What follows belongs to an exercise in optimizing a design on an open flow for small area; a production flow would make more cautious choices. Function was checked by simulation only, so behaviour that the tests miss may differ from the original. Power is estimated from default activity; no workload was simulated.

==> flow/design.v <==
module UCIE_ctl_CNTL (
	input 				i_rst_n,
	input 				i_fdi_lclk,
	input 		[3:0] 	i_fdi_lp_state_req,
	input 				i_fdi_lp_rx_active_sts,
	input				i_fdi_lp_linkerror,
	input 		[3:0] 	i_rdi_pl_state_sts,
	input 				i_rdi_pl_inband_pres,
	input 		[2:0] 	i_rdi_pl_speedmode,
	input 		[2:0] 	i_rdi_pl_lnk_cfg,
	input 				i_rdi_pl_phyinrecenter,
	input 				i_rdi_pl_error,
	input 				i_rdi_pl_cerror,
	input 				i_rdi_pl_nferror,
	input 				i_rdi_pl_trainerror,
	input  			 	i_csr_UCIe_Link_Control_Retrain,
	input 		[31:0] 	i_csr_ADVCAP,
	input 				i_tx_overflow,
	input 				i_rx_overflow,
	input 				i_sb_busy_flag,
	input 				i_sb_pl_valid,
	input 		[4:0] 	i_sb_pl_decode,
	input 		[31:0] 	i_sb_pl_adv_cap_val,
	input 				i_sb_src_error,
	input 				i_sb_dst_error,
	input 				i_sb_opcode_error,
	input 				i_sb_unsupported_message,
	input 				i_sb_parity_error,
	output reg 	[3:0] 	o_fdi_pl_state_sts,
	output reg 			o_fdi_pl_inband_pres,
	output 	 			o_fdi_pl_rx_active_req,
	output 	 	[2:0] 	o_fdi_pl_protocol,
	output 	 	[3:0] 	o_fdi_pl_protocol_flitfmt,
	output 	 			o_fdi_pl_protocol_vld,
	output 	 	[2:0]	o_fdi_pl_speedmode,
	output 	 	[2:0]	o_fdi_pl_lnk_cfg,
	output 				o_fdi_pl_error,
	output 				o_fdi_pl_cerror,
	output 				o_fdi_pl_nferror,
	output 				o_fdi_pl_phyinrecenter,
	output 				o_fdi_pl_trainerror,
	output reg 	[3:0] 	o_rdi_lp_state_req,
	output 	 			o_rdi_lp_linkerror,
	output reg 	[4:0]	o_sb_lp_decode,
	output 	 			o_sb_lp_valid,
	output 	 	[31:0]	o_sb_lp_adv_cap_val,
	output reg			o_csr_wr,
	output reg [7:0]	o_csr_addr,
	output reg [31:0] 	o_csr_wdata
);
	localparam [4:0] GR   = 5'b00000;	 
	localparam [4:0] RST  = 5'b00001;	 
	localparam [4:0] REQ  = 5'b00011;	 
	localparam [4:0] SEE  = 5'b00010;	 
	localparam [4:0] NF   = 5'b00110;	 
	localparam [4:0] ND   = 5'b00111;	 
	localparam [4:0] SSAR = 5'b00101;	 
	localparam [4:0] SARR = 5'b00100;	 
	localparam [4:0] WRX  = 5'b01100;	 
	localparam [4:0] ORX  = 5'b01101;	 
	localparam [4:0] SSAP = 5'b01111;	 
	localparam [4:0] ACT  = 5'b01110;	 
	localparam [4:0] PRR  = 5'b01010;	 
	localparam [4:0] RTR  = 5'b01011;	 
	localparam [4:0] PLE  = 5'b01001;	 
	localparam [4:0] LE   = 5'b01000;	 
	localparam [4:0] SLQ  = 5'b11000;	 
	localparam [4:0] SLP  = 5'b11001;	 
	localparam [4:0] PLR  = 5'b11011;	 
	localparam [4:0] LR   = 5'b11010;	 
	localparam [4:0] PAR  = 5'b11110;	 
	reg [4:0] cs, ns;
	wire s_gr   = (cs == GR);
	wire s_rst  = (cs == RST);
	wire s_req  = (cs == REQ);
	wire s_see  = (cs == SEE);
	wire s_nf   = (cs == NF);
	wire s_nd   = (cs == ND);
	wire s_ssar = (cs == SSAR);
	wire s_sarr = (cs == SARR);
	wire s_wrx  = (cs == WRX);
	wire s_orx  = (cs == ORX);
	wire s_ssap = (cs == SSAP);
	wire s_act  = (cs == ACT);
	wire s_prr  = (cs == PRR);
	wire s_rtr  = (cs == RTR);
	wire s_ple  = (cs == PLE);
	wire s_le   = (cs == LE);
	wire s_slq  = (cs == SLQ);
	wire s_slp  = (cs == SLP);
	wire s_plr  = (cs == PLR);
	wire s_lr   = (cs == LR);
	wire s_par  = (cs == PAR);
	reg [2:0] sts_q;		 
	reg       inb_q;		 
	reg       te_q;			 
	reg [1:0] prot_q;		 
	reg       fmt_q;		 
	reg [2:0] spd_q, cfg_q;	 
	reg       aux_q;		 
	reg       tx_q, rx_q;	 
	reg       tnop_q;		 
	reg       busy_q;		 
	reg       ent_q;		 
	reg [3:0] caps_q;		 
	reg [3:0] neg_q;		 
	reg [7:0] tcnt;			 
	wire les     = (i_rdi_pl_state_sts == 4'b1010);
	wire pl_rst  = (i_rdi_pl_state_sts == 4'b0000);
	wire pl_act  = (i_rdi_pl_state_sts == 4'b0001);
	wire pl_lr   = (i_rdi_pl_state_sts == 4'b1001);
	wire pl_rtr  = (i_rdi_pl_state_sts == 4'b1011);
	wire lp_nop  = (i_fdi_lp_state_req == 4'b0000);
	wire lp_act  = (i_fdi_lp_state_req == 4'b0001);
	wire lp_lr   = (i_fdi_lp_state_req == 4'b1001);
	wire lp_rtr  = (i_fdi_lp_state_req == 4'b1011);
	wire sb_cap  = i_sb_pl_valid & (i_sb_pl_decode == 5'b00000);
	wire sb_areq = i_sb_pl_valid & (i_sb_pl_decode == 5'b10101);
	wire sb_arsp = i_sb_pl_valid & (i_sb_pl_decode == 5'b11001);
	wire sb_lreq = i_sb_pl_valid & (i_sb_pl_decode == 5'b10111);
	wire sb_lrsp = i_sb_pl_valid & (i_sb_pl_decode == 5'b11011);
	wire cap_eq  = (i_csr_ADVCAP == i_sb_pl_adv_cap_val);
	wire sb_err  = i_sb_src_error | i_sb_dst_error | i_sb_opcode_error |
	               i_sb_parity_error | i_sb_unsupported_message;
	wire tflag   = (tcnt == 8'h80);
	wire to      = tflag;
	wire sts_hold = s_req | s_ssar | s_sarr | s_wrx | s_orx | s_ssap | s_ple | s_slq | s_par;
	always @(*) begin
		if (sts_hold)               o_fdi_pl_state_sts = {sts_q[2], 1'b0, sts_q[1], sts_q[0]};
		else if (s_act | s_prr)     o_fdi_pl_state_sts = 4'b0001;
		else if (s_rtr)             o_fdi_pl_state_sts = 4'b1011;
		else if (s_le)              o_fdi_pl_state_sts = 4'b1010;
		else if (s_slp | s_plr | s_lr) o_fdi_pl_state_sts = 4'b1001;
		else                        o_fdi_pl_state_sts = 4'b0000;
	end
	always @(*) begin
		if (s_req | s_ple)
			o_fdi_pl_inband_pres = inb_q;
		else
			o_fdi_pl_inband_pres = s_nd | s_ssar | s_sarr | s_wrx | s_orx | s_ssap | s_act | s_prr | s_rtr;
	end
	wire te_i = s_nf | (s_ple & te_q);
	assign o_fdi_pl_rx_active_req = s_orx | s_ssap | s_act;
	assign o_fdi_pl_protocol_vld  = s_nd | s_ssar | s_sarr | s_wrx | s_orx | s_ssap | s_act | s_rtr | (s_req & sts_q[2]);
	wire phy_i = s_req | s_see | s_nf | s_nd | s_ssar | s_sarr | s_wrx | s_orx | s_ssap | s_prr | s_rtr;
	wire see_ok = s_see & cap_eq & sb_cap;
	wire [2:0] prot_sel = i_csr_ADVCAP[4] ? 3'b111 : i_csr_ADVCAP[3] ? 3'b100 : (i_csr_ADVCAP[1] | i_csr_ADVCAP[2]) ? 3'b101 : 3'b000;
	wire [1:0] prot_d = ((s_gr | see_ok) & prot_sel[2]) ? prot_sel[1:0] : s_nf ? 2'b00 : prot_q;
	assign o_fdi_pl_protocol = {prot_d[1], prot_d[0], prot_d[0]};
	wire fmt_d = (s_gr | s_see) ? 1'b1 : s_nf ? 1'b0 : fmt_q;
	assign o_fdi_pl_protocol_flitfmt = {3'b000, fmt_d};
	wire lnk_upd = s_see | s_act | s_prr | s_rtr;
	assign o_fdi_pl_speedmode = s_gr ? 3'b000 : lnk_upd ? i_rdi_pl_speedmode : spd_q;
	assign o_fdi_pl_lnk_cfg   = s_gr ? 3'b001 : lnk_upd ? i_rdi_pl_lnk_cfg   : cfg_q;
	wire req_act = s_req & (aux_q | (~sts_q[2] & ~sts_q[0] & i_rdi_pl_inband_pres));
	always @(*) begin
		if (s_prr | (s_rtr & aux_q))     o_rdi_lp_state_req = 4'b1011;
		else if (s_plr | (s_lr & aux_q)) o_rdi_lp_state_req = 4'b1001;
		else if (s_par | req_act)        o_rdi_lp_state_req = 4'b0001;
		else                             o_rdi_lp_state_req = 4'b0000;
	end
	assign o_rdi_lp_linkerror = s_ple | (s_le & aux_q);
	always @(*) begin
		case (1'b1)
			s_ssar:  o_sb_lp_decode = 5'b10101;
			s_ssap:  o_sb_lp_decode = 5'b11001;
			s_slq:   o_sb_lp_decode = 5'b10111;
			s_slp:   o_sb_lp_decode = 5'b11011;
			default: o_sb_lp_decode = 5'b00000;
		endcase
	end
	assign o_sb_lp_valid = s_see | s_ssar | s_ssap | s_slq | s_slp;
	assign o_sb_lp_adv_cap_val = s_see ? i_csr_ADVCAP : 32'd0;
	wire busy_edge = i_sb_busy_flag & ~busy_q;
	wire ent = (s_see | s_ssar | s_ssap | s_slq | s_slp) & (ent_q | busy_edge);
	wire [3:0] caps = s_gr ? 4'd0 : s_nd ? neg_q : caps_q;
	wire sts_is_act = (~sts_q[2] & sts_q[0] & s_slq) | s_act | s_prr;
	wire ld = (sts_is_act & (i_tx_overflow | i_rx_overflow)) | i_fdi_lp_linkerror | sb_err;
	wire to_par_exch = s_see & to;
	wire to_adapter  = (s_ssar | s_wrx | s_orx | s_slq) & to;
	wire to_sst      = (s_prr | s_plr | s_par) & to;
	reg tnop_d;
	always @(*) begin
		tnop_d = tnop_q;
		ns = cs;
		case (cs)
			GR: ns = RST;
			RST: begin
				if (les) ns = LE;
				else if (ld) ns = PLE;
				else if (sb_lreq) ns = SLP;
				else if (lp_lr & tnop_q) ns = SLQ;
				else begin
					if (i_rdi_pl_inband_pres | (lp_act & tnop_q)) ns = REQ;
					tnop_d = lp_nop & ~i_rdi_pl_inband_pres;
				end
			end
			REQ, SEE, SSAR, WRX, ORX, PRR, ND, SARR, SSAP, ACT, RTR: begin
				if (les) ns = LE;
				else if (ld | (to & (s_req | s_see | s_ssar | s_wrx | s_orx | s_prr))) ns = PLE;
				else if (sb_lreq) ns = SLP;
				else if (lp_lr) ns = SLQ;
				else case (cs)
					REQ:  if (pl_act) ns = inb_q ? SSAR : SEE;
					SEE:  if (sb_cap & ent_q | sb_cap & busy_edge) ns = cap_eq ? ND : NF;
					ND:   ns = lp_act ? SSAR : WRX;
					SSAR: if (i_sb_pl_valid & ent) begin
					          if (sb_areq & ~rx_q) ns = ORX;
					          else if (sb_arsp) ns = SARR;
					      end
					SARR: ns = rx_q ? ACT : WRX;
					WRX:  if (sb_areq) ns = ORX;
					      else if (lp_act & ~tx_q) ns = SSAR;
					ORX:  if (i_fdi_lp_rx_active_sts) ns = SSAP;
					SSAP: if (ent) begin
					          if (tx_q) ns = ACT;
					          else if (sb_arsp) ns = SARR;
					          else if (lp_act) ns = SSAR;
					      end
					ACT:  if (pl_rtr) ns = RTR;
					      else if (lp_rtr | i_csr_UCIe_Link_Control_Retrain | i_rdi_pl_error) ns = PRR;
					PRR:  if (pl_rtr) ns = RTR;
					RTR:  begin
					          if (lp_act & tnop_q) ns = REQ;
					          tnop_d = lp_nop;
					      end
					default: ;
				endcase
			end
			NF: ns = PLE;
			PLE: if (les) ns = LE;
			LE: begin
				if (pl_rst) ns = RST;
				else if (to & ~ld & lp_act) ns = PAR;
			end
			SLQ: begin
				if (les) ns = LE;
				else if (ld | to) ns = PLE;
				else if (ent) begin
					if (sb_lrsp) ns = PLR;
					else if (sb_lreq) ns = SLP;
				end
			end
			SLP: begin
				if (les) ns = LE;
				else if (ld) ns = PLE;
				else if (ent & pl_lr) ns = LR;
			end
			PLR: begin
				if (les) ns = LE;
				else if (ld | to) ns = PLE;
				else if (pl_lr) ns = LR;
			end
			LR: begin
				if (les) ns = LE;
				else if (ld) ns = PLE;
				else if (pl_rst) ns = RST;
				else if (lp_act) ns = PAR;
			end
			PAR: begin
				if (ld | to) ns = PLE;
				else if (sb_lreq) ns = SLP;
				else if (lp_lr) ns = SLQ;
				else if (pl_rst) ns = RST;
			end
			default: ns = GR;
		endcase
	end
	wire t_en = (s_req | s_see | s_ssar | s_wrx | s_orx | s_prr | s_le | s_slq | s_plr | s_par) & ~tflag;
	wire t_zero = (tcnt == 8'd0);
	wire [7:0] t_nxt = t_zero ? (s_le ? 8'h04 : 8'hBA) : {tcnt[6:0], ~(tcnt[7] ^ tcnt[5] ^ tcnt[4] ^ tcnt[3])};
	always @(posedge i_fdi_lclk or negedge i_rst_n) begin
		if (!i_rst_n) begin
			cs <= GR;
			prot_q <= 2'b00; tnop_q <= 1'b0;
		end else begin
			cs <= ns;
			prot_q <= prot_d;
			tnop_q <= tnop_d;
		end
	end
	always @(posedge i_fdi_lclk) begin
			sts_q <= {o_fdi_pl_state_sts[3], o_fdi_pl_state_sts[1], o_fdi_pl_state_sts[0]};
			inb_q <= o_fdi_pl_inband_pres;
			te_q <= te_i;
			fmt_q <= fmt_d;
			spd_q <= o_fdi_pl_speedmode;
			cfg_q <= o_fdi_pl_lnk_cfg;
			aux_q <= (~les & (s_prr | s_plr | (s_rtr & aux_q & ~(lp_act & tnop_q)) | (s_lr & aux_q) |
			                  (s_req & (aux_q | ~(~sts_q[2] & ~sts_q[0] & i_rdi_pl_inband_pres))))) |
			         s_ple | (s_le & aux_q);
			tx_q <= s_sarr | (tx_q & ~(s_gr | s_rst | s_act));
			rx_q <= s_ssap | (rx_q & ~(s_gr | s_rst | s_act));
			busy_q <= i_sb_busy_flag;
			ent_q <= ent;
			caps_q <= caps;
			if (s_see) neg_q <= i_csr_ADVCAP[3:0];
			tcnt <= t_en ? t_nxt : 8'd0;
	end
	assign o_fdi_pl_error         = i_rdi_pl_error;
	assign o_fdi_pl_cerror        = i_rdi_pl_cerror;
	assign o_fdi_pl_nferror       = i_rdi_pl_nferror;
	assign o_fdi_pl_trainerror    = i_rdi_pl_trainerror | te_i;
	assign o_fdi_pl_phyinrecenter = i_rdi_pl_phyinrecenter | phy_i;
	localparam [2:0] L_IDLE = 3'd0, L_LINK = 3'd1, L_INT = 3'd2, L_ADP = 3'd3, L_UNC = 3'd4, L_CLR = 3'd5;
	reg [2:0] ls, lns;
	reg q_err, q_cerr, q_nferr, q_trerr;
	reg [1:0] q_sbe;
	reg q_src, q_dst, q_opc, q_uns, q_par, q_tx, q_rx, q_phy;
	reg [2:0] l_cfg, l_spd;			 
	reg l_b17, l_b19, l_b20, l_b21, l_upd;
	reg [6:0] l_int;				 
	reg [5:0] l_unc;
	reg [1:0] l_adp;
	reg l_ertr;
	wire sb_corr = i_sb_pl_valid & (i_sb_pl_decode == 5'b11100);
	wire sb_nfat = i_sb_pl_valid & (i_sb_pl_decode == 5'b11101);
	wire sb_fat  = i_sb_pl_valid & (i_sb_pl_decode == 5'b11110);
	wire g = ~s_gr;
	wire p_err   = i_rdi_pl_error   & ~(q_err & g);
	wire p_cerr  = i_rdi_pl_cerror  & ~(q_cerr & g);
	wire p_nferr = i_rdi_pl_nferror & ~(q_nferr & g);
	wire p_inv   = te_i & ~te_q;
	wire p_trerr = o_fdi_pl_trainerror & ~(q_trerr & g);
	wire p_corr  = sb_corr & ~(q_sbe == 2'b11 && g);
	wire p_nfat  = sb_nfat & ~(q_sbe == 2'b01 && g);
	wire p_fat   = sb_fat  & ~(q_sbe == 2'b10 && g);
	wire p_src   = i_sb_src_error & ~(q_src & g);
	wire p_dst   = i_sb_dst_error & ~(q_dst & g);
	wire p_opc   = i_sb_opcode_error & ~(q_opc & g);
	wire p_uns   = i_sb_unsupported_message & ~(q_uns & g);
	wire p_par   = i_sb_parity_error & ~(q_par & g);
	wire p_tx    = i_tx_overflow & ~(q_tx & g);
	wire p_rx    = i_rx_overflow & ~(q_rx & g);
	wire lnk_act   = s_act | s_prr | s_rtr;		 
	wire link_st   = lnk_act | (sts_hold & sts_q[0] & (~sts_q[2] | sts_q[1]));
	wire link_st_q = g & sts_q[0] & (~sts_q[2] | sts_q[1]);
	wire ertr      = s_rtr | (sts_hold & sts_q[2] & sts_q[1] & sts_q[0]);
	wire ertr_q    = g & sts_q[2] & sts_q[1] & sts_q[0];
	wire p_link    = link_st ^ link_st_q;
	wire p_ertr    = ertr & ~ertr_q;
	wire p_phy     = o_fdi_pl_phyinrecenter ^ (q_phy & g);
	wire n_caps    = s_nd & (neg_q != caps_q) & (neg_q != 4'd0);	 
	wire n_cfg     = lnk_act & (i_rdi_pl_lnk_cfg != cfg_q);		 
	wire n_spd     = lnk_act & (i_rdi_pl_speedmode != spd_q);	 
	wire       u_upd = (l_upd & g) | n_caps | n_cfg | n_spd | p_link | p_phy;
	wire [2:0] u_cfg = n_cfg ? i_rdi_pl_lnk_cfg : (l_cfg & {3{g}});
	wire [2:0] u_spd = n_spd ? i_rdi_pl_speedmode : (l_spd & {3{g}});
	wire       u_b17 = (l_b17 & g) | p_link;
	wire       u_b19 = (l_b19 & g) | p_err | p_cerr | p_corr;
	wire       u_b20 = (l_b20 & g) | p_nferr;
	wire       u_b21 = (l_b21 & g) | p_trerr;
	wire [6:0] u_int = (l_int & {7{g}}) | {p_rx, p_tx, p_par, p_uns, p_opc, p_dst, p_src};
	wire [5:0] u_unc = (l_unc & {6{g}}) | {p_inv, p_nfat, p_fat, (p_src | p_dst | p_opc | p_par | p_uns | p_tx | p_rx), p_rx, to_adapter};
	wire [1:0] u_adp = (l_adp & {2{g}}) | {to_sst, to_par_exch};
	wire       u_ertr = (l_ertr & g) | p_ertr;
	wire link_pend = u_upd | u_b19 | u_b20 | u_b21;
	wire int_pend  = |u_int;
	wire unc_pend  = |u_unc;
	wire adp_pend  = |u_adp;
	always @(*) begin
		case (ls)
			L_IDLE: lns = link_pend ? L_LINK : int_pend ? L_INT : unc_pend ? L_UNC : adp_pend ? L_ADP : u_ertr ? L_CLR : L_IDLE;
			L_LINK: lns = int_pend ? L_INT : unc_pend ? L_UNC : adp_pend ? L_ADP : L_IDLE;
			L_INT:  lns = link_pend ? L_LINK : unc_pend ? L_UNC : adp_pend ? L_ADP : L_IDLE;
			L_UNC:  lns = link_pend ? L_LINK : int_pend ? L_INT : adp_pend ? L_ADP : L_IDLE;
			L_ADP:  lns = link_pend ? L_LINK : int_pend ? L_INT : unc_pend ? L_UNC : L_IDLE;
			default: lns = L_IDLE;
		endcase
	end
	always @(*) begin
		o_csr_wr = 1'b1;
		o_csr_addr = 8'h00;
		o_csr_wdata = 32'd0;
		case (ls)
			L_CLR:  o_csr_addr = 8'h10;
			L_LINK: begin
				o_csr_addr = 8'h14;
				o_csr_wdata = {10'd0, u_b21, u_b20, u_b19, 1'b0, u_b17, o_fdi_pl_phyinrecenter, link_st,
				               1'b0, u_spd, 1'b0, u_cfg, 3'b000, caps};
			end
			L_INT: begin o_csr_addr = 8'h24; o_csr_wdata = {24'd0, u_int[6:5], 1'b0, u_int[4:0]}; end
			L_UNC: begin o_csr_addr = 8'h34; o_csr_wdata = {26'd0, u_unc}; end
			L_ADP: begin o_csr_addr = 8'h2c; o_csr_wdata = {30'd0, u_adp}; end
			default: o_csr_wr = 1'b0;
		endcase
	end
	always @(posedge i_fdi_lclk or negedge i_rst_n) begin
		if (!i_rst_n)
			ls <= L_IDLE;
		else
			ls <= lns;
	end
	always @(posedge i_fdi_lclk) begin
			q_err <= i_rdi_pl_error; q_cerr <= i_rdi_pl_cerror; q_nferr <= i_rdi_pl_nferror;
			q_trerr <= o_fdi_pl_trainerror;
			q_sbe <= {sb_corr | sb_fat, sb_corr | sb_nfat};
			q_src <= i_sb_src_error; q_dst <= i_sb_dst_error; q_opc <= i_sb_opcode_error;
			q_uns <= i_sb_unsupported_message; q_par <= i_sb_parity_error;
			q_tx <= i_tx_overflow; q_rx <= i_rx_overflow;
			q_phy <= o_fdi_pl_phyinrecenter;
			l_cfg <= u_cfg; l_spd <= u_spd;
			l_b17 <= u_b17 & (ls != L_LINK);
			l_b19 <= u_b19 & (ls != L_LINK);
			l_b20 <= u_b20 & (ls != L_LINK);
			l_b21 <= u_b21 & (ls != L_LINK);
			l_upd <= u_upd & (ls != L_LINK);
			l_int <= u_int & {7{ls != L_INT}};
			l_unc <= u_unc & {6{ls != L_UNC}};
			l_adp <= u_adp & {2{ls != L_ADP}};
			l_ertr <= u_ertr & (ls != L_CLR);
	end
endmodule
==> flow/flow/run.sh <==
#!/bin/bash
# Layout flow: the standard synthesis; then the combinational logic between
# the (unchanged) registers is re-mapped by ABC with a few area-oriented
# scripts run side by side, keeping the smallest result; then the standard
# layout from floorplan on, with buf_1 port buffers, one tie cell per constant
# (no tie fanout split) and a clkbuf_8 clock tree without dummy loads.
set -euo pipefail
HERE=$(pwd)
RES=$HERE/orfs/results/sky130hd/UCIE_ctl_CNTL/base
LIB=$FLOW_HOME/platforms/sky130hd/lib/sky130_fd_sc_hd__tt_025C_1v80.lib
KNOBS=("BUFFER_PORTS_ARGS=-buffer_cell sky130_fd_sc_hd__buf_1"
       "SKIP_REPAIR_TIE_FANOUT=1"
       "CTS_ARGS=-sink_clustering_enable -repair_clock_nets -buf_list sky130_fd_sc_hd__clkbuf_8 -dont_use_dummy_load")

# 1. standard synthesis
bash standard.sh synth "${KNOBS[@]}" > standard_synth.log 2>&1
cp $RES/1_2_yosys.v std_1_2_yosys.v

# 2. re-map the combinational logic; registers and tie cells are kept as they are
DONT_USE=$(sed -n '/^export DONT_USE_CELLS/,/^$/p' $FLOW_HOME/platforms/sky130hd/config.mk \
           | grep -o 'sky130_fd_sc_hd__[a-z0-9_]*' | sed 's/^/-dont_use /' | tr '\n' ' ')
FF=$(grep -o 'sky130_fd_sc_hd__[a-z0-9_]*' std_1_2_yosys.v | sort -u | grep -E '__(df|edf|sdf|dl|conb)' | tr '\n' ' ')
best=""; best_area=""
for s in $HERE/flow/area*.abc; do
  n=$(basename $s .abc)
  cat > resyn_$n.ys <<EOT
read_liberty -ignore_miss_func $LIB
blackbox $FF
read_verilog std_1_2_yosys.v
hierarchy -top $FLOW_TOP
flatten
opt -purge
abc -liberty $LIB $DONT_USE -script $s
opt_clean -purge
setundef -zero
splitnets
opt_clean -purge
hilomap -singleton -hicell sky130_fd_sc_hd__conb_1 HI -locell sky130_fd_sc_hd__conb_1 LO
insbuf -buf sky130_fd_sc_hd__buf_1 A X
opt_clean -purge
tee -o resyn_$n.stat stat -liberty $LIB
write_verilog -noattr -nohex -nodec resyn_$n.v
EOT
  yosys -s resyn_$n.ys > resyn_$n.log 2>&1 &
done
wait
for s in $HERE/flow/area*.abc; do
  n=$(basename $s .abc)
  a=$(grep -o "Chip area for module .*: [0-9.]*" resyn_$n.stat | awk '{print $NF}' || true)
  echo "$n $a" >> resyn_areas.txt
  if [[ -n "$a" ]] && { [[ -z "$best" ]] || awk -v a="$a" -v b="$best_area" 'BEGIN{exit !(a<b)}'; }; then
    best=$n; best_area=$a
  fi
done
echo "chosen $best $best_area" >> resyn_areas.txt
cp resyn_$best.v resyn_1_2_yosys.v
cp resyn_1_2_yosys.v $RES/1_2_yosys.v
rm -f $RES/1_synth.odb $RES/1_synth.sdc

# 3. rest of the standard flow
bash standard.sh finish "${KNOBS[@]}" > standard_flow.log 2>&1
==> flow/flow/area1.abc <==
strash
&get -n
&deepsyn -T 30
&put
dch -f
amap
==> flow/flow/area2.abc <==
strash
&get -n
&deepsyn -T 30
&put
dch -f
amap
strash
dch -f
amap
==> flow/flow/area3.abc <==
strash
&get -n
&deepsyn -T 30 -S 3
&put
dch -f
amap
strash
dch -f
amap
==> flow/flow/area4.abc <==
strash
ifraig
dc2
dch -f
amap
==> flow/standard.sh <==
#!/bin/bash
# synth_recipe.tcl (not shown) runs the flow's synth.tcl, then flattens the netlist and writes it again
# the make line also repeats each setting of config.mk as NAME=value (left out here)
make -C /OpenROAD-flow-scripts/flow DESIGN_CONFIG=/design/flow/config.mk WORK_HOME=/design/flow/orfs CLKGATE_MAP_FILE= SYNTH_SCRIPT=/design/flow/synth_recipe.tcl "${@:-finish}"
==> flow/config.mk <==
export PLATFORM = sky130hd
export DESIGN_NAME = UCIE_ctl_CNTL
export DESIGN_NICKNAME = UCIE_ctl_CNTL
export VERILOG_FILES = /design/flow/design.v
export SDC_FILE = /design/flow/constraint.sdc
export NUM_CORES = 4
export LEC_CHECK = 0
export ABC_AREA = 1
export CAP_MARGIN = 0
export CORE_MARGIN = 2
export CORE_UTILIZATION = 65
export SLEW_MARGIN = 0
==> flow/constraint.sdc <==
create_clock -name core_clock -period 6.0 [get_ports {i_fdi_lclk}]
set_input_delay 1.2000 -clock core_clock [delete_from_list [all_inputs] [get_ports {i_fdi_lclk}]]
set_output_delay 1.2000 -clock core_clock [all_outputs]
set_load 0.01 [all_outputs]
==> out/summary.md, run 1 <==
* **deepest clock path buffer count** 2
* **std cell rows** 31
* **portion of the clock cycle consumed by the worst path in the final layout** 0.843
* **Congestion Overflow GR** 0
* **worst endpoint data arrival time** 3.86 ns
* **Clk pin slew, worst setup/hold paths** 0.07 ns
* **placeable core region** 0.00725 mm^2
* **Worst IR Drop VDD** 241 uV
* **vias in the first global route** 5807
* **clock buffer count from CTS** 9
* **Crit Reg-Reg Startpoint** cs[3]
* **number of max-cap violations** 0
* **proportion of layout cells with a drive suffix above 1** 0.0201
* **most prevalent standard cell on the critical path** clkinv_1
* **fill cell count** 555
* **class of the most critical hold timing path** reg2reg
* **count of TritonRoute iterations in the first routing pass** 7
* **setup fix buffers added after clock tree synthesis** 0
* **die span in x** 90.8 um
* **root buffer cell** clkbuf_8
* **Post-Route Hold Slack** 0.469 ns
* **post-detailed-route count of antenna-violating nets** 0
* **Placement Setup Slack** 1.21 ns
* **post-layout net count** 1002
* **Post-Synthesis Net Count** 820
* **average cell area after synthesis** 6.82 um^2
* **IO Port Bufs** 189
* **instance count after placement with tap cells included** 987
* **pin count of the biggest net entering global routing** 34
* **post-detailed-route wirelength per cell** 18.3 um
* **Die Area** 0.00824 mm^2
* **area of the mapped netlist** 0.00489 mm^2
* **endpoints failing hold** 0
* **clock latency of the later-clocked register in the worst-skew pair** 0.37 ns
* **Initial Utilization** 0.674
* **Post-route DRC** 0
* **worst reg2reg endpoint** cs[3]
* **Critical Path Start Type** flop
* **largest stage delay on the critical path** 0.58 ns
* **setup violators final** 0
* **final weighted congestion of routability-driven global placement** 1.10
* **shortest clock period the worst path allows after layout** 5.06 ns
* **wire length of the first global-routing pass** 28600 um
* **Syn. warnings** 1
* **vias per inst** 6.20
* **Final Skew** 0.0374 ns
* **DR vias** 6175
* **total track usage** 0.441
* **final wirelength** 18200 um
* **type of the worst setup path** reg2out
* **startpoint of the tightest hold check path** tcnt[5]
* **total negative slack for setup checks** 0 ns
* **most frequent cells in the layout** buf_1 (189), nor2_1 (173), clkinv_1 (119), dfxtp_1 (70), nand2_1 (53)
* **Iteration-0 DRC Markers** 755
* **number of instances resized during post-cts repair** 0
* **highest attainable clock frequency** 0.198 GHz
* **kind of end point of the critical path** primary output
* **Top Ports** 212
* **headroom to the max-slew limit** 0.455
* **most common library cell in the layout ignoring fill and taps** buf_1
* **last element of the critical path** o_csr_wdata[0]
* **final instance count without filler cells** 996
* **largest fanout of any net on the critical path** 12
* **crit-path cells** clkinv_1 > nor2_1 > nand2_1 > nor2_1 > nor3_1 > nor4_1 > clkinv_1 > nand2_1 > clkinv_1 > a32oi_1 > o221ai_1 > buf_1
* **WP data required** 4.80 ns
* **clock tree from TritonCTS** built
* **hold buffers post-CTS** 0
* **initial antenna violation count** 0
* **die extent in y** 90.8 um
* **worst slew pin tran** 0.818 ns
* **max-slew violation count** 0
* **maximum level of the CTS H-tree** 3
* **Reg2Reg Depth** 20
* **cell leakage power** 2.16 nW
* **CP startpoint** cs[3]
* **setup slack of the most critical reg-to-reg path** 1.36 ns
* **Mapped Cells** 717
* **area growth from synthesis to layout** 18.9%
* **final worst slack** 0.942 ns
* **cell at the slowest stage of the critical path** dfrtp_1
* **power density relative to cell area** 456 mW/mm^2
* **CTS sink cnt** 85
* **number of antenna cells inserted** 0
* **half-perimeter wire length after detailed placement** 14700 um
* **status** no timing/DRC/antenna violations
* **setup repair after global routing missed its margin** no
==> worst min-delay path by stage <==
stage / end / slack [ns] / cells past startpoint
2_1_floorplan: tcnt[6] / 0.43 / 2
3_3_place_gp: tcnt[6] / 0.45 / 2
3_5_place_dp: tcnt[7] / 0.46 / 2
4_1_cts: tcnt[6] / 0.47 / 2
5_1_grt: tcnt[6] / 0.50 / 2
6_report: tcnt[6] / 0.47 / 2
==> worst max-delay path, delay by kind of cell (launching register included) <==
family | cells | cell delay, ns
and+or+nand+nor | 6 | 1.46
buffers and inverters | 4 | 0.89
DFF | 1 | 0.58
AOI/OAI and AO/OA | 2 | 0.56
==> layout make-up <==
cell class	instances	area, um^2	share of cell area
Tap cell	99	124	0.0213
Timing Repair Buffer	198	777	0.134
Multi-Input combinational cell	486	2550	0.438
Inverter	119	447	0.0768
Clock buffer	9	124	0.0213
Sequential cell	85	1800	0.309
==> where the power goes <==
part           internal (mW)  switching, mW  total [mW]
combinational          0.459          0.996        1.45
sequential             0.762          0.114       0.876
clock                  0.135          0.189       0.323
total                   1.36           1.30        2.65
==> routing by layer <==
layer  vias to the layer above  global-route usage  routed length (um)
li1                       2810                   -                   -
met3                       101               0.105                2150
met2                       481               0.736                8460
met1                      2783               0.530                6610
met5                         -                   0                   0
met4                         0               0.221                 992
==> registers in the layout, summed over array words and instances, names as in the netlist, 2 cells and up <==
name / cells
tcnt: 8
sts_q: 3
q_sbe: 2
prot_q: 2
cs: 5
caps_q: 4
l_cfg: 3
neg_q: 4
spd_q: 3
l_spd: 3
ls: 3
cfg_q: 3
l_adp: 2
l_int: 7
l_unc: 6
==> metrics by stage <==
stage,cell area (um^2),utilization,power (mW)
finish,5820,0.802,2.65
global route,5820,0.802,2.82
CTS,5820,0.802,2.59
detailed placement,5690,0.785,2.28
global placement,5690,0.785,2.24
floorplan,4890,-,1.79
==> inputs of run 2 (changes only) <==
--- a/flow/config.mk
+++ b/flow/config.mk
@@ -8,5 +8,5 @@
 export ABC_AREA = 1
 export CAP_MARGIN = 0
 export CORE_MARGIN = 2
-export CORE_UTILIZATION = 65
+export CORE_UTILIZATION = 40
 export SLEW_MARGIN = 0
==> out/summary.md, run 2 <==
* **status** no timing/DRC/antenna violations
* **vias per inst** 5.57, -10%
* **vias in the first global route** 5508, -5.1%
* **worst slew pin tran** 0.866 ns, +0.0480 ns
* **largest registers in the final layout** tcnt x8, l_int x7, l_unc x6
* **worst endpoint data arrival time** 3.79 ns, -0.07 ns
* **routed wl met3** 1340 um, -38%
* **final instance count without filler cells** 1049, +5.3%
* **post-layout net count** 1007, +0.50%
* **Clk pin slew, worst setup/hold paths** 0.08 ns, about the same
* **instance count after placement with tap cells included** 1040, +5.4%
* **most common library cell in the layout ignoring fill and taps** buf_1
* **max-slew violation count** 0, unchanged
* **number of max-cap violations** 0, unchanged
* **Reg2Reg Depth** 21, +5.0%
* **total track usage** 0.269, -0.172
* **clock tree from TritonCTS** built
* **most frequent cells in the layout** buf_1 (189), nor2_1 (173), clkinv_1 (119), dfxtp_1 (70), nand2_1 (53)
* **Die Area** 0.0131 mm^2, +59%
* **CP startpoint** cs[2]
* **fill cell count** 1234, +120%
* **CTS sink cnt** 85, unchanged
* **amount of wire on met2 after detailed routing** 8600 um, +1.6%
* **headroom to the max-slew limit** 0.423, -0.0320
* **pin count of the biggest net entering global routing** 36, +5.9%
* **Final Skew** 0.0302 ns, -0.00713 ns
* **Top Ports** 212, unchanged
* **largest fanout of any net on the critical path** 33, +21
* **kind of cell adding the most delay to the critical path** simple AND/OR/NAND/NOR gates
* **register with the most flip-flops** tcnt
* **largest stage delay on the critical path** 0.50 ns, -0.08 ns
* **Crit Reg-Reg Startpoint** cs[1]
* **area of the mapped netlist** 0.00489 mm^2, unchanged
* **average cell area after synthesis** 6.82 um^2, unchanged
* **setup violators final** 0, unchanged
* **number of antenna cells inserted** 0, unchanged
* **power density relative to cell area** 453 mW/mm^2, -0.81%
* **Critical Path Start Type** flop
* **Crit path depth** 14, +2
* **Initial Utilization** 0.409, -0.265
* **Syn. warnings** 1, unchanged
* **Met1 Wirelength** 7670 um, +16%
* **kind of end point of the critical path** primary output
* **setup fix buffers added after clock tree synthesis** 0, unchanged
* **Worst IR Drop VDD** 184 uV, -24%
* **cell leakage power** 2.18 nW, +1.1%
* **total negative slack for setup checks** 0 ns, unchanged
* **shortest clock period the worst path allows after layout** 4.99 ns, -0.0633 ns
* **Post-Synthesis Net Count** 820, unchanged
* **IO Port Bufs** 189, unchanged
* **buffers and inverters on the worst path** 4, unchanged
* **highest attainable clock frequency** 0.200 GHz, +1.3%
* **endpoints failing hold** 0, unchanged
* **final weighted congestion of routability-driven global placement** 0.969, -12%
* **Iteration-0 DRC Markers** 629, -17%
* **worst reg2reg endpoint** cs[3]
* **half-perimeter wire length after detailed placement** 14800 um, +0.45%
* **wire length of the first global-routing pass** 27400 um, -4.2%
* **crit-path cells** clkinv_1 > nand2_1 > nor2_1 > nand2_1 > buf_4 > clkinv_1 > nand4b_1 > a2111o_1 > nor4_1 > a21oi_1 > a211oi_1 > nor2_1 > o21ai_0 > buf_1
* **class of the most critical hold timing path** reg2reg
* **type of the worst setup path** reg2out
* **die extent in y** 115 um, +26%
* **number of instances resized during post-cts repair** 0, unchanged
* **deepest clock path buffer count** 2, unchanged
* **die span in x** 115 um, +26%
* **clock latency of the later-clocked register in the worst-skew pair** 0.38 ns, about the same
* **Post-route DRC** 0, unchanged
* **Top Metal Used** met4
* **WP data required** 4.80 ns, about the same
* **last element of the critical path** o_fdi_pl_protocol[1]
* **maximum level of the CTS H-tree** 3, unchanged
* **portion of the clock cycle consumed by the worst path in the final layout** 0.832, -0.0105
* **cell at the slowest stage of the critical path** dfrtp_1
* **clock buffer count from CTS** 9, unchanged
* **number of flip-flops in the largest register** 8, unchanged
* **area growth from synthesis to layout** 20.9%
* **post-detailed-route count of antenna-violating nets** 0, unchanged
* **initial antenna violation count** 0, unchanged
* **Area after DPL** 0.00579 mm^2, +1.7%
* **startpoint of the tightest hold check path** tcnt[5]
* **placeable core region** 0.0120 mm^2, +65%
* **setup repair after global routing missed its margin** no
* **count of TritonRoute iterations in the first routing pass** 6, -1
* **final wirelength** 18100 um, -0.80%
* **setup slack of the most critical reg-to-reg path** 1.36 ns, about the same
* **Congestion Overflow GR** 0, unchanged
* **root buffer cell** clkbuf_8
* **proportion of layout cells with a drive suffix above 1** 0.0255, +0.00543
* **Mapped Cells** 717, unchanged
* **DR vias** 5848, -5.3%
* **fin area** 0.00591 mm^2, +1.7%
* **std cell rows** 40, +29%
* **post-detailed-route wirelength per cell** 17.2 um, -5.8%
* **hold buffers post-CTS** 0, unchanged
==> run 2: final cells by class <==
cell class / instances / area [um^2] / share of cell area
sequential: 85 / 1800 / 0.304
clock buffer: 9 / 124 / 0.0209
multi-input combinational: 486 / 2550 / 0.431
timing repair buffer: 203 / 815 / 0.138
inverter: 119 / 447 / 0.0755
tap: 147 / 184 / 0.0311
==> run 2: worst min path at each step <==
stage | endpoint | slack [ns] | cells past startpoint
after floorplan | tcnt[6] | 0.43 | 2
after global placement | l_unc[3] | 0.45 | 2
after detailed placement | l_unc[3] | 0.46 | 2
after CTS | tcnt[6] | 0.46 | 2
after global routing | tcnt[6] | 0.48 | 2
final | tcnt[6] | 0.45 | 2
==> run 2: tightest hold or removal path, cell delays in order, from the launching register on <==
cell,delay (ns)
dfxtp_1,0.33
clkinv_1,0.06
nor2_1,0.04
==> run 2: metrics by stage <==
stage | util | power [mW] | hold WS [ns] | setup slack (ns)
after global routing | 0.494 | 2.87 | 0.483 | 0.774
after detailed placement | 0.484 | 2.33 | 0.461 | 1.20
after CTS | 0.494 | 2.66 | 0.465 | 1.10
after global placement | 0.484 | 2.33 | 0.447 | 1.30
after floorplan | - | 1.79 | 0.426 | 1.55
final | 0.494 | 2.68 | 0.454 | 1.01
==> run 2: where the power goes <==
group          internal [mW]  total (mW)  switching, mW  leakage [nW]
Clock                  0.135       0.327          0.192        0.0647
Combinational          0.481        1.48           1.00          1.36
Sequential             0.762       0.865          0.102         0.752
Total                   1.38        2.68           1.30          2.18
==> run 2: routing by layer <==
layer,track usage,up-vias
met5,0,-
met3,0.0513,49
met2,0.452,298
li1,-,2823
met1,0.338,2678
met4,0.108,0
==> inputs of run 3 (changes only) <==
--- a/flow/flow/run.sh
+++ b/flow/flow/run.sh
@@ -21,11 +21,16 @@
            | grep -o 'sky130_fd_sc_hd__[a-z0-9_]*' | sed 's/^/-dont_use /' | tr '\n' ' ')
 FF=$(grep -o 'sky130_fd_sc_hd__[a-z0-9_]*' std_1_2_yosys.v | sort -u | grep -E '__(df|edf|sdf|dl|conb)' | tr '\n' ' ')
 best=""; best_area=""
+# each script is run twice: re-mapping everything, and keeping the standard
+# synthesis's XOR/XNOR cells as they are
+XOR=$(grep -o 'sky130_fd_sc_hd__x[a-z0-9_]*' std_1_2_yosys.v | sort -u | tr '\n' ' ')
 for s in $HERE/flow/area*.abc; do
-  n=$(basename $s .abc)
+ for keep in all x; do
+  n=$(basename $s .abc)_$keep
+  KEEP="$FF"; [[ $keep == x ]] && KEEP="$FF $XOR"
   cat > resyn_$n.ys <<EOT
 read_liberty -ignore_miss_func $LIB
-blackbox $FF
+blackbox $KEEP
 read_verilog std_1_2_yosys.v
 hierarchy -top $FLOW_TOP
 flatten
@@ -42,15 +47,18 @@
 write_verilog -noattr -nohex -nodec resyn_$n.v
 EOT
   yosys -s resyn_$n.ys > resyn_$n.log 2>&1 &
+ done
 done
 wait
 for s in $HERE/flow/area*.abc; do
-  n=$(basename $s .abc)
+ for keep in all x; do
+  n=$(basename $s .abc)_$keep
   a=$(grep -o "Chip area for module .*: [0-9.]*" resyn_$n.stat | awk '{print $NF}' || true)
   echo "$n $a" >> resyn_areas.txt
   if [[ -n "$a" ]] && { [[ -z "$best" ]] || awk -v a="$a" -v b="$best_area" 'BEGIN{exit !(a<b)}'; }; then
     best=$n; best_area=$a
   fi
+ done
 done
 echo "chosen $best $best_area" >> resyn_areas.txt
 cp resyn_$best.v resyn_1_2_yosys.v
--- a/flow/config.mk
+++ b/flow/config.mk
@@ -8,5 +8,5 @@
 export ABC_AREA = 1
 export CAP_MARGIN = 0
 export CORE_MARGIN = 2
-export CORE_UTILIZATION = 40
+export CORE_UTILIZATION = 65
 export SLEW_MARGIN = 0
removed: flow/flow/area3.abc
==> out/summary.md, run 3 <==
* **headroom to the max-slew limit** 0.420, -0.00212
* **Top Ports** 212, unchanged
* **power density relative to cell area** 433 mW/mm^2, -4.2%
* **number of max-cap violations** 0, unchanged
* **pin count of the biggest net entering global routing** 41, +14%
* **setup repair after global routing missed its margin** no
* **IO Port Bufs** 189, unchanged
* **half-perimeter wire length after detailed placement** 13200 um, -10%
* **number of instances resized during post-cts repair** 0, unchanged
* **clock tree from TritonCTS** built
* **DR vias** 5811, -0.63%
* **Post-Synthesis Net Count** 763, -7.0%
* **final weighted congestion of routability-driven global placement** 1.10, +14%
* **CTS sink cnt** 85, unchanged
* **post-layout net count** 946, -6.1%
* **WP data required** 4.80 ns, about the same
* **largest fanout of any net on the critical path** 12, -64%
* **largest registers in the final layout** tcnt x8, l_int x7, l_unc x6
* **worst endpoint data arrival time** 4.13 ns, +0.34 ns
* **final instance count without filler cells** 940, -10%
* **worst slew pin tran** 0.847 ns, -0.0187 ns
* **setup violators final** 0, unchanged
* **root buffer cell** clkbuf_8
* **area growth from synthesis to layout** 19.3%
* **Final Skew** 0.0398 ns, +0.00959 ns
* **status** no timing/DRC/antenna violations
* **instance count after placement with tap cells included** 931, -10%
* **total track usage** 0.398, +0.130
* **area of the mapped netlist** 0.00483 mm^2, -1.3%
* **Syn. warnings** 1, unchanged
* **die span in x** 90.2 um, -21%
* **post-detailed-route wirelength per cell** 17.9 um, +4.0%
* **most frequent cells in the layout** buf_1 (189), nor2_1 (142), clkinv_1 (81), dfxtp_1 (70)
* **startpoint of the tightest hold check path** tcnt[6]
* **max-slew violation count** 0, unchanged
* **most common library cell in the layout ignoring fill and taps** buf_1
* **type of the worst setup path** reg2out
* **wire length of the first global-routing pass** 26400 um, -3.6%
* **vias per inst** 6.18, +11%
* **deepest clock path buffer count** 2, unchanged
* **Critical Path Start Type** flop
* **Die Area** 0.00813 mm^2, -38%
* **setup fix buffers added after clock tree synthesis** 0, unchanged
* **Worst IR Drop VDD** 302 uV, +64%
* **Initial Utilization** 0.669, +0.260
* **shortest clock period the worst path allows after layout** 5.33 ns, +0.335 ns
* **initial antenna violation count** 0, unchanged
* **die extent in y** 90.2 um, -21%
* **Crit Reg-Reg Startpoint** cs[3]
* **register with the most flip-flops** tcnt
* **Mapped Cells** 660, -7.9%
* **Clk pin slew, worst setup/hold paths** 0.07 ns, about the same
* **highest attainable clock frequency** 0.188 GHz, -6.3%
* **average cell area after synthesis** 7.31 um^2, +7.2%
* **final wirelength** 16800 um, -6.8%
* **post-detailed-route count of antenna-violating nets** 0, unchanged
* **clock buffer count from CTS** 9, unchanged
* **Congestion Overflow GR** 0, unchanged
* **Post-route DRC** 0, unchanged
* **kind of end point of the critical path** primary output
* **hold buffers post-CTS** 0, unchanged
* **placeable core region** 0.00721 mm^2, -40%
* **CP startpoint** cs[4]
* **total negative slack for setup checks** 0 ns, unchanged
* **class of the most critical hold timing path** reg2reg
* **vias in the first global route** 5457, -0.93%
* **proportion of layout cells with a drive suffix above 1** 0.0226, -0.00291
* **clock latency of the later-clocked register in the worst-skew pair** 0.37 ns, about the same
* **Iteration-0 DRC Markers** 648, +3.0%
* **endpoints failing hold** 0, unchanged
* **number of antenna cells inserted** 0, unchanged
* **number of flip-flops in the largest register** 8, unchanged
* **cell leakage power** 1.98 nW, -9.4%
* **maximum level of the CTS H-tree** 3, unchanged
* **std cell rows** 31, -23%
* **portion of the clock cycle consumed by the worst path in the final layout** 0.888, +0.0559
* **count of TritonRoute iterations in the first routing pass** 7, +1
run 3: changes by cell type in the layout (fill, tap and decap cells not counted), sizes merged, moves of 5 or more:
cell,before,now
clkinv,119,81
nor2,173,142
xnor2,0,31
nand2,53,31
nor2b,8,30
o22ai,26,8
a21oi,27,36
a32o,0,8
nor3,24,18
o21a,9,4
run 3: stage by stage:
step | hold slack [ns] | total power [mW] | setup slack (ns) | utilization | instance area, um^2
final | 0.467 | 2.50 | 0.670 | 0.798 | 5760
after global routing | 0.505 | 2.64 | 0.390 | 0.798 | 5760
after CTS | 0.471 | 2.44 | 0.757 | 0.798 | 5760
after detailed placement | 0.456 | 2.14 | 1.05 | 0.781 | 5630
after global placement | 0.444 | 2.09 | 1.04 | 0.781 | 5630
after floorplan | 0.432 | 1.70 | 0.801 | - | 4830
run 3: metal layers:
| layer | track usage | vias to the layer above | share of wire |
|---|---|---|---|
| li1 | - | 2627 | - |
| met1 | 0.507 | 2674 | 0.38 |
| met2 | 0.638 | 427 | 0.45 |
| met3 | 0.108 | 83 | 0.12 |
| met4 | 0.172 | 0 | 0.043 |
| met5 | 0 | - | 0 |
run 3: final cells by class:
class	count	area, um^2
repair buffers	199	785
well taps	99	124
multi-input cells	467	2630
clock buffers	9	124
fillers	520	1460
inverters	81	304
flip-flops and latches	85	1800
run 3: worst paths after layout:
check,endpoint,cells after the start,slack (ns)
worst max-delay path,o_fdi_pl_protocol[0],15,0.67
worst min register to register,tcnt[7],2,0.47
max in group asynchronous,cs[0],1,4.52
worst max register to register,cs[3],25,0.76
min in group asynchronous,ls[0],1,0.91
worst min-delay path,tcnt[7],2,0.47
run 3: where the power goes:
part / internal, mW / switching [mW]
logic: 0.440 / 0.892
clock network: 0.134 / 0.179
registers: 0.751 / 0.0998
run 3: critical path: stages (launching register included):
cell and delay (ns):
dfrtp_1 0.51, nor2_1 0.21, clkinv_1 0.15, nor2_1 0.21, clkinv_1 0.29, nor2_1 0.27
clkinv_1 0.15, a2111oi_0 0.31, nand4b_1 0.15, or4_1 0.44, o21ai_0 0.28, clkinv_1 0.16
nor2_1 0.17, a21oi_1 0.06, o22ai_1 0.23, buf_1 0.19
==> inputs of run 4 (changes only) <==
--- a/flow/design.v
+++ b/flow/design.v
@@ -294,7 +294,7 @@
 			busy_q <= i_sb_busy_flag;
 			ent_q <= ent;
 			caps_q <= caps;
-			if (s_see) neg_q <= i_csr_ADVCAP[3:0];
+			neg_q <= i_csr_ADVCAP[3:0];	 
 			tcnt <= t_en ? t_nxt : 8'd0;
 	end
 	assign o_fdi_pl_error         = i_rdi_pl_error;
==> out/summary.md, run 4 <==
* **endpoints failing hold** 0, unchanged
* **kind of end point of the critical path** primary output
* **worst reg2reg endpoint** cs[4]
* **Worst IR Drop VDD** 224 uV, -26%
* **pin count of the biggest net entering global routing** 33, -20%
* **initial antenna violation count** 1, +1
* **Met1 Wirelength** 6280 um, -2.3%
* **post-detailed-route count of antenna-violating nets** 0, unchanged
* **amount of wire on met2 after detailed routing** 8320 um, +8.8%
* **number of flip-flops in the largest register** 8, unchanged
* **Post-Synthesis Net Count** 766, +0.39%
* **highest attainable clock frequency** 0.187 GHz, -0.59%
* **half-perimeter wire length after detailed placement** 14000 um, +5.7%
* **WP data required** 4.80 ns, about the same
* **deepest clock path buffer count** 2, unchanged
* **DR vias** 5922, +1.9%
* **final weighted congestion of routability-driven global placement** 1.06, -3.7%
* **die extent in y** 90.0 um, -0.15%
* **post-layout net count** 948, +0.21%
* **worst endpoint data arrival time** 4.16 ns, +0.03 ns
* **portion of the clock cycle consumed by the worst path in the final layout** 0.894, +0.00530
* **number of instances resized during post-cts repair** 0, unchanged
* **root buffer cell** clkbuf_8
* **shortest clock period the worst path allows after layout** 5.36 ns, +0.0318 ns
* **Top Ports** 212, unchanged
* **total track usage** 0.419, +0.0205
* **Die Area** 0.00811 mm^2, -0.30%
* **hold buffers post-CTS** 0, unchanged
* **final wirelength** 17500 um, +3.6%
* **IO Port Bufs** 189, unchanged
* **total negative slack for setup checks** 0 ns, unchanged
* **cell leakage power** 2.03 nW, +2.8%
* **capture endpoint of the worst hold path** tcnt[3]
* **number of max-cap violations** 0, unchanged
* **proportion of layout cells with a drive suffix above 1** 0.0214, -0.00124
* **die span in x** 90.0 um, -0.15%
* **count of TritonRoute iterations in the first routing pass** 6, -1
* **register with the most flip-flops** tcnt
* **setup violators final** 0, unchanged
* **Critical Path Start Type** primary input
* **startpoint of the tightest hold check path** tcnt[2]
* **setup repair after global routing missed its margin** no
* **routed wl met3** 1750 um, -14%
* **Top Metal Used** met4
* **headroom to the max-slew limit** 0.428, +0.00763
* **std cell rows** 31, unchanged
* **type of the worst setup path** in2out
* **Crit Reg-Reg Startpoint** cs[4]
* **worst slew pin tran** 0.853 ns, +0.00520 ns
* **class of the most critical hold timing path** reg2reg
* **setup slack of the most critical reg-to-reg path** 1.15 ns, +0.39 ns
* **vias per inst** 6.28, +1.6%
* **average cell area after synthesis** 7.26 um^2, -0.76%
* **Iteration-0 DRC Markers** 575, -11%
* **placeable core region** 0.00721 mm^2, unchanged
* **wire length of the first global-routing pass** 27200 um, +3.2%
* **clock buffer count from CTS** 9, unchanged
* **vias in the first global route** 5641, +3.4%
* **Mapped Cells** 663, +0.45%
* **instance count along the most critical hold path** 2, unchanged
* **largest registers in the final layout** tcnt x8, l_int x7, l_unc x6
* **status** no timing/DRC/antenna violations
* **Final Skew** 0.0257 ns, -0.0141 ns
* **most common library cell in the layout ignoring fill and taps** buf_1
* **largest fanout of any net on the critical path** 3, -9
* **clock tree from TritonCTS** built
* **Reg2Reg Depth** 15, -40%
* **clock latency of the later-clocked register in the worst-skew pair** 0.37 ns, about the same
* **fin area** 0.00574 mm^2, -0.35%
* **area of the mapped netlist** 0.00481 mm^2, -0.31%
* **multi-input combinational cell area** 0.00268 mm^2, +2.1%
* **post-detailed-route wirelength per cell** 18.5 um, +3.3%
* **Post-route DRC** 0, unchanged
* **fill cell count** 521, +0.19%
* **setup fix buffers added after clock tree synthesis** 0, unchanged
* **Post-Route Hold Slack** 0.482 ns, +0.0154 ns
* **power density relative to cell area** 463 mW/mm^2, +6.9%
* **Syn. warnings** 1, unchanged
* **Area after DPL** 0.00561 mm^2, -0.40%
* **max-slew violation count** 0, unchanged
* **area growth from synthesis to layout** 19.2%, about the same
* **most frequent cells in the layout** buf_1 (189), nor2_1 (149), dfxtp_1 (74), clkinv_1 (73), nand2_1 (39)
* **CTS sink cnt** 85, unchanged
* **Sequential Area** 0.00176 mm^2, -2.2%
* **Initial Utilization** 0.667, -0.00208
* **Congestion Overflow GR** 0, unchanged
* **Clk pin slew, worst setup/hold paths** 0.09 ns, +0.02 ns
* **maximum level of the CTS H-tree** 3, unchanged
## run 4: how the worst max path moves through the flow
stage | startpoint | end | slack, ns | cells after the start
floorplan | i_csr_ADVCAP[10] | o_fdi_pl_protocol[1] | 1.36 | 12
global placement | i_csr_ADVCAP[10] | o_fdi_pl_protocol[0] | 1.01 | 13
detailed placement | i_csr_ADVCAP[14] | o_fdi_pl_protocol[0] | 0.74 | 13
CTS | i_csr_ADVCAP[14] | o_fdi_pl_protocol[0] | 0.71 | 13
global route | i_csr_ADVCAP[10] | o_fdi_pl_protocol[0] | 0.43 | 13
finish | i_csr_ADVCAP[14] | o_fdi_pl_protocol[0] | 0.64 | 13
## run 4: per-layer routing
metal | up-vias | global-route usage
met1 | 2671 | 0.482
met5 | - | 0
met3 | 113 | 0.0863
li1 | 2641 | -
met4 | 0 | 0.233
met2 | 497 | 0.726
## run 4: per-stage QoR
step / setup WS, ns / power (mW) / cells / util
2_1_floorplan: 1.36 / 1.79 / 663 / -
3_3_place_gp: 1.01 / 2.23 / 933 / 0.778
3_5_place_dp: 0.745 / 2.29 / 933 / 0.778
4_1_cts: 0.706 / 2.60 / 942 / 0.795
5_1_grt: 0.426 / 2.80 / 943 / 0.795
6_report: 0.638 / 2.66 / 943 / 0.795
## run 4: where the power goes
part / switching, mW / internal [mW]
registers: 0.114 / 0.758
clock network: 0.185 / 0.134
logic: 0.988 / 0.480
total: 1.29 / 1.37
## run 4: critical path, stage by stage
cell	delay [ns]
buf_1	0.11
xnor2_1	0.19
nand4_1	0.10
or4b_1	0.53
nor3_1	0.22
o2111ai_1	0.13
a2111oi_0	0.58
a21oi_1	0.22
clkinv_1	0.10
o21ai_0	0.12
nor2b_1	0.17
o22ai_1	0.23
buf_1	0.25
## run 4: final cells by class
type,instances,area share
antenna,1,0.000436
multi-input combinational,478,0.467
timing repair buffer,198,0.135
inverter,73,0.0478
tap,99,0.0216
sequential,85,0.306
clock buffer,9,0.0216

[port drivers added, routing unchanged]
How much do the figures lean on ideal ports? The routed layouts below were timed once more, with nothing changed but the port constraints.
Step 1 (the two cells are an assumption about what drives the block):
set clk [get_ports {i_fdi_lclk}]
set_driving_cell -lib_cell sky130_fd_sc_hd__clkbuf_16 $clk
set_driving_cell -lib_cell sky130_fd_sc_hd__buf_2 [delete_from_list [all_inputs] $clk]
Step 2 also shifts input and output timing later by t, the mid clock arrival at the registers, as if the neighbouring blocks saw the same clock.
a / b / c = ideal / step 1 / step 2; a / b = the first two.
run | t, ns | setup WS [ns] | worst register clock-pin slew, ns | worst slew at a driven data input, ns
run 1 | 0.386 | 0.942 / 0.908 / 1.134 | 0.10 / 0.10 | 0.10
run 2 | 0.400 | 1.006 / 0.969 / 1.134 | 0.10 / 0.10 | 0.06
run 3 | 0.376 | 0.670 / 0.644 / 0.765 | 0.10 / 0.10 | 0.06
run 4 | 0.387 | 0.638 / 0.587 / 0.587 | 0.09 / 0.09 | 0.08
After both steps every run listed still meets setup and hold. The setup slack of run 4, which loses most, moves by -0.051 ns with the drivers and by -0.051 ns with both steps.
